From an optimization exercise on the open Yosys and OpenROAD flow, aimed at a short achievable clock period and few clock cycles; shortcuts taken in it are not production practice.
Only simulation tests tie the RTL to the original design; equivalence was not proved.
Power and IR drop assume default switching activity.

==> flow/design.v (excerpt) <==
module lc_3b_processor(clk,reset,mem_addr,mem_rdata,mem_wdata,mem_we,halt);
input clk,reset;
output [15:0] mem_addr;
input [15:0] mem_rdata;
output [15:0] mem_wdata;
output [1:0] mem_we;
output halt;
reg [15:0] areg;       
reg [15:0] fpc;        
reg        mcyc;       
reg        mld;        
reg        mbyte;      
reg [1:0]  we_r;
reg [15:0] wd_r;
reg        halt_r;
reg [15:0] rfd [0:7];   
reg [7:0]  rfv;         
reg [7:0]  wb_r;        
reg [15:0] wb_val;
wire [15:0] rf [0:7];
genvar g;
generate
  for (g = 0; g < 8; g = g + 1) begin : rfr
    assign rf[g] = rfv[g] ? rfd[g] : 16'd0;
  end
endgenerate
reg [15:0] ccv;        
reg        ccs;        
reg        d_v,  sk_v;
reg [15:0] d_ir, sk_ir;
reg [15:0] d_pc, sk_pc;      
reg [15:0] d_pc2, sk_pc2;    
reg        d_pt, sk_pt;      
reg [3:0]  d_hi, sk_hi;      
reg [15:0] d_np, sk_np;      
reg [15:0] d_off, sk_off;    
reg        d_sp, sk_sp;      
reg [7:0]  d_ra, sk_ra;      
reg [7:0]  d_rb, sk_rb;      
reg [7:0]  d_rs, sk_rs;      
function [15:0] f_off;
  input [15:0] w;
  f_off = (w[15:12] == 4'b0100) ? {{4{w[10]}}, w[10:0], 1'b0} : {{6{w[8]}}, w[8:0], 1'b0};
endfunction
function [7:0] f_1h;
  input [2:0] r;
  f_1h = 8'd1 << r;
endfunction
function f_sp;
  input [15:0] w;
  f_sp = ((w[15:12] == 4'b0100) & w[11]) |
         ((w[15:12] == 4'b0000) & (w[8:0] != 9'd0) & ((w[11:9] == 3'b111) | (w[8] & (w[11:9] != 3'b000))));
endfunction
reg        x_v;
reg [15:0] x_pc, x_pc2, x_brt, x_off, x_np;
reg        x_di;             
reg        x_pt;             
reg        x_bh;             
reg [3:0]  x_hi;
reg [15:0] x_a, x_b, x_s;
reg [2:0]  x_dr, x_sr1;
reg [7:0]  x_wa;             
  ...
Size in the first run: roughly 53 I/O pins, about 49000 sq um of cells after synthesis.
Settings: LEC_CHECK=0, CAP_MARGIN=20, CORE_MARGIN=2, CORE_UTILIZATION=40, SETUP_SLACK_MARGIN=5, SLEW_MARGIN=20, TNS_END_PERCENT=10; clock period 8.0 ns.
standard.sh (not shown) runs the stock make flow with config.mk's settings and CLKGATE_MAP_FILE= SYNTH_SCRIPT=/design/flow/synth_recipe.tcl, a recipe that flattens the netlist after the stock synthesis.
==> flow/flow/run.sh <==
#!/bin/bash
# The standard layout (the standard.sh: ORFS synthesis through finish), with
# one change: the buffers that ORFS puts on every input and output port are
# sky130_fd_sc_hd__buf_8 instead of the slow delay buffer buffer_ports picks by
# default, which footprint-matched resizing can then not replace.
set -euo pipefail
bash standard.sh BUFFER_PORTS_ARGS="-buffer_cell sky130_fd_sc_hd__buf_8" finish > flow_make.log 2>&1
Testbench counts at the start, summed over its fixed seeds: cycles 81,701.
Next try:
--- a/flow/design.v
+++ b/flow/design.v
@@ -7,24 +7,22 @@
 output halt;
 reg [15:0] areg;       
 reg [15:0] fpc;        
 reg        mcyc;       
 reg        mld;        
 reg        mbyte;      
 reg [1:0]  we_r;
 reg [15:0] wd_r;
 reg        halt_r;
 reg [15:0] rfd [0:7];   
 reg [7:0]  rfv;         
-reg [7:0]  wb_r;        
-reg [15:0] wb_val;
 wire [15:0] rf [0:7];
 genvar g;
 generate
   for (g = 0; g < 8; g = g + 1) begin : rfr
     assign rf[g] = rfv[g] ? rfd[g] : 16'd0;
   end
 endgenerate
 reg [15:0] ccv;        
 reg        ccs;        
 reg        d_v,  sk_v;
 reg [15:0] d_ir, sk_ir;
@@ -126,54 +124,50 @@
 wire sxa = ~mcyc & xw & |(x_wa & d_ra);
 wire sxb = ~mcyc & xw & |(x_wa & d_rb) & ~d_ir[5];
 wire sxs = ~mcyc & xw & |(x_wa & d_rs);
 wire sma = mwr & |(m_dr & d_ra);
 wire smb = mwr & |(m_dr & d_rb) & ~d_ir[5];
 wire sms = mwr & |(m_dr & d_rs);
 reg [15:0] rfa, rfb, rfs;
 integer r;
 always @(*) begin
   rfa = 16'd0; rfb = 16'd0; rfs = 16'd0;
   for (r = 0; r < 8; r = r + 1) begin
-    rfa = rfa | ({16{d_ra[r] & rfv[r] & ~wb_r[r]}} & rfd[r]);
-    rfb = rfb | ({16{d_rb[r] & rfv[r] & ~wb_r[r]}} & rfd[r]);
-    rfs = rfs | ({16{d_rs[r] & rfv[r] & ~wb_r[r]}} & rfd[r]);
-  end
-  rfa = rfa | ({16{|(d_ra & wb_r)}} & wb_val);
-  rfb = rfb | ({16{|(d_rb & wb_r)}} & wb_val);
-  rfs = rfs | ({16{|(d_rs & wb_r)}} & wb_val);
+    rfa = rfa | ({16{d_ra[r] & rfv[r]}} & rfd[r]);
+    rfb = rfb | ({16{d_rb[r] & rfv[r]}} & rfd[r]);
+    rfs = rfs | ({16{d_rs[r] & rfv[r]}} & rfd[r]);
+  end
 end
 wire [15:0] oa0 = sxa ? xoth : sma ? ldata : rfa;
 wire [15:0] ob0 = d_ir[5] ? {{11{d_ir[4]}}, d_ir[4:0]} : sxb ? xoth : smb ? ldata : rfb;
 wire [15:0] os0 = sxs ? xoth : sms ? ldata : rfs;
 wire [15:0] opa = (sxa & x_add) ? sum : oa0;
 wire [15:0] opb = (sxb & x_add) ? sum : ob0;
 wire [15:0] ops = (sxs & x_add) ? sum : os0;
 wire [3:0]  dop = d_ir[15:12];
 wire        d_jsr = (dop == 4'b0100);
 wire        d_shf = (dop == 4'b1101) | (dop == 4'b1111);
 wire [15:0] dbrt;
 add16 u_brt(.a(d_pc2), .b(d_off), .s(dbrt));
 wire        d_z = (d_ir == 16'd0);
 reg        bhit;
 reg [3:0]  bidx;
 reg [15:0] bt;
 integer k;
-wire [15:0] r7 = wb_r[7] ? wb_val : rf[7];    
 reg [NB-1:0] bh;
 always @(*) begin
   bhit = 1'b0; bidx = 4'd0; bt = 16'd0;
   for (k = 0; k < NB; k = k + 1) begin
     bh[k] = bv[k] && btag[k] == areg[TW:1];
     if (bh[k]) begin
-      bhit = 1'b1; bidx = bidx | k; bt = bt | (br7[k] ? r7 : btgt[k]);
+      bhit = 1'b1; bidx = bidx | k; bt = bt | (br7[k] ? rf[7] : btgt[k]);
     end
   end
 end
 wire [15:0] apc2 = areg + 16'd2;
 wire [15:0] npred = bhit ? bt : apc2;
 wire xls_bad = xls & x_pt;
 wire squash = mispred | xls_bad;
 wire d_stt = d_v & ~d_pt & d_sp;
 wire d_ind = d_v & ~d_pt & ((dop == 4'b1100) | (d_jsr & ~d_ir[11] & ~d_ra[7]));
 wire [15:0] d_itgt = (sxa & x_lea) ? x_brt : rfa;
 wire d_pr = d_stt | d_ind;
@@ -192,27 +186,25 @@
     we_r <= 2'b00;
     halt_r <= 1'b0;
     ccs <= 1'b0;
     d_v <= 1'b0;
     sk_v <= 1'b0;
     x_v <= 1'b0;
     bptr <= 4'd0;
     u_upd <= 1'b0;
     u_inv <= 1'b0;
     for (i = 0; i < NB; i = i + 1) bv[i] <= 1'b0;
     rfv <= 8'd0;
-    wb_r <= 8'd0;
   end else begin
     if (mwr) ccs <= 1'b1;
-    wb_r <= ({8{mwr}} & m_dr) | ({8{xw}} & x_wa);
-    rfv <= rfv | wb_r;
+    rfv <= rfv | ({8{mwr}} & m_dr) | ({8{xw}} & x_wa);
     if (xcc) ccs <= 1'b1;
     if (halt_set) halt_r <= 1'b1;
     u_upd <= bupd;
     u_inv <= binv;
     if (u_upd) begin
       bv[u_idx] <= 1'b1;
       if (u_new) bptr <= bptr + 4'd1;
     end
     if (u_inv) bv[u_idx] <= 1'b0;
     we_r <= 2'b00;
     areg <= mispred ? rtarget : anext;
@@ -232,25 +224,25 @@
       x_v <= 1'b0;
       sk_v <= ~xls_bad;
     end else if (squash) begin
       x_v <= 1'b0;
     end else begin
       x_v <= d_v & ~d_z;
       d_v <= ~dredir & (mcyc ? sk_v : 1'b1);
     end
   end
 end
 always @(posedge clk) begin
-  wb_val <= mcyc ? ldata : xres;
   for (i = 0; i < 8; i = i + 1) begin
-    if (wb_r[i]) rfd[i] <= wb_val;
+    if (mwr & m_dr[i]) rfd[i] <= ldata;
+    if (xw & x_wa[i]) rfd[i] <= xres;
   end
   if (mwr) ccv <= ldata;
   if (xcc) ccv <= xres;
   u_idx <= x_bh ? x_hi : bptr;
   u_new <= ~x_bh;
   u_tag <= x_pc;
   u_tgt <= tgt;
   u_r7 <= x_jmp & (x_sr1 == 3'd7);
   if (u_upd) begin
     btag[u_idx] <= u_tag[TW:1];
     btgt[u_idx] <= u_tgt;
Die area stays flat.
Sequential power is lower by about 2%.
Worst setup slack degrades by 0.12 ns.
Cell area is lower by 1.5%.
Cell count is lower by 1.4%.
Global-route usage is lower by 0.35 points.
Testbench counts after the change, summed over its fixed seeds: cycles 81,701.

afterwards: timing with drivers on the ports:
How much do the figures lean on ideal ports? The routed layouts below were timed once more, with nothing changed but the port constraints.
Step 1, drivers: a clkbuf_16 drives clk and a buf_2 each remaining input, both assumed.
Step 2 moves the port delays by t, midway between the first and last clock arrival at a register: inputs arrive t later, outputs are due t later. That takes back most of the time a late clock gives input paths.
Three values: ideal, step 1, step 2; two values: the first two.
| run | t, ns | setup WS [ns] | hold slack, ns | cell pins on the clock port's net |
|---|---|---|---|---|
| the first run | 0.811 | 4.868 / 4.867 / 4.294 | 0.327 / 0.327 / 0.327 | 1 |
| the second run | 0.768 | 4.743 / 4.675 / 4.620 | 0.327 / 0.327 / 0.327 | 1 |
After both steps setup and hold are still met in every run listed. The setup slack of the first run, which loses most, moves by -0.001 ns with the drivers and by -0.574 ns with both steps.
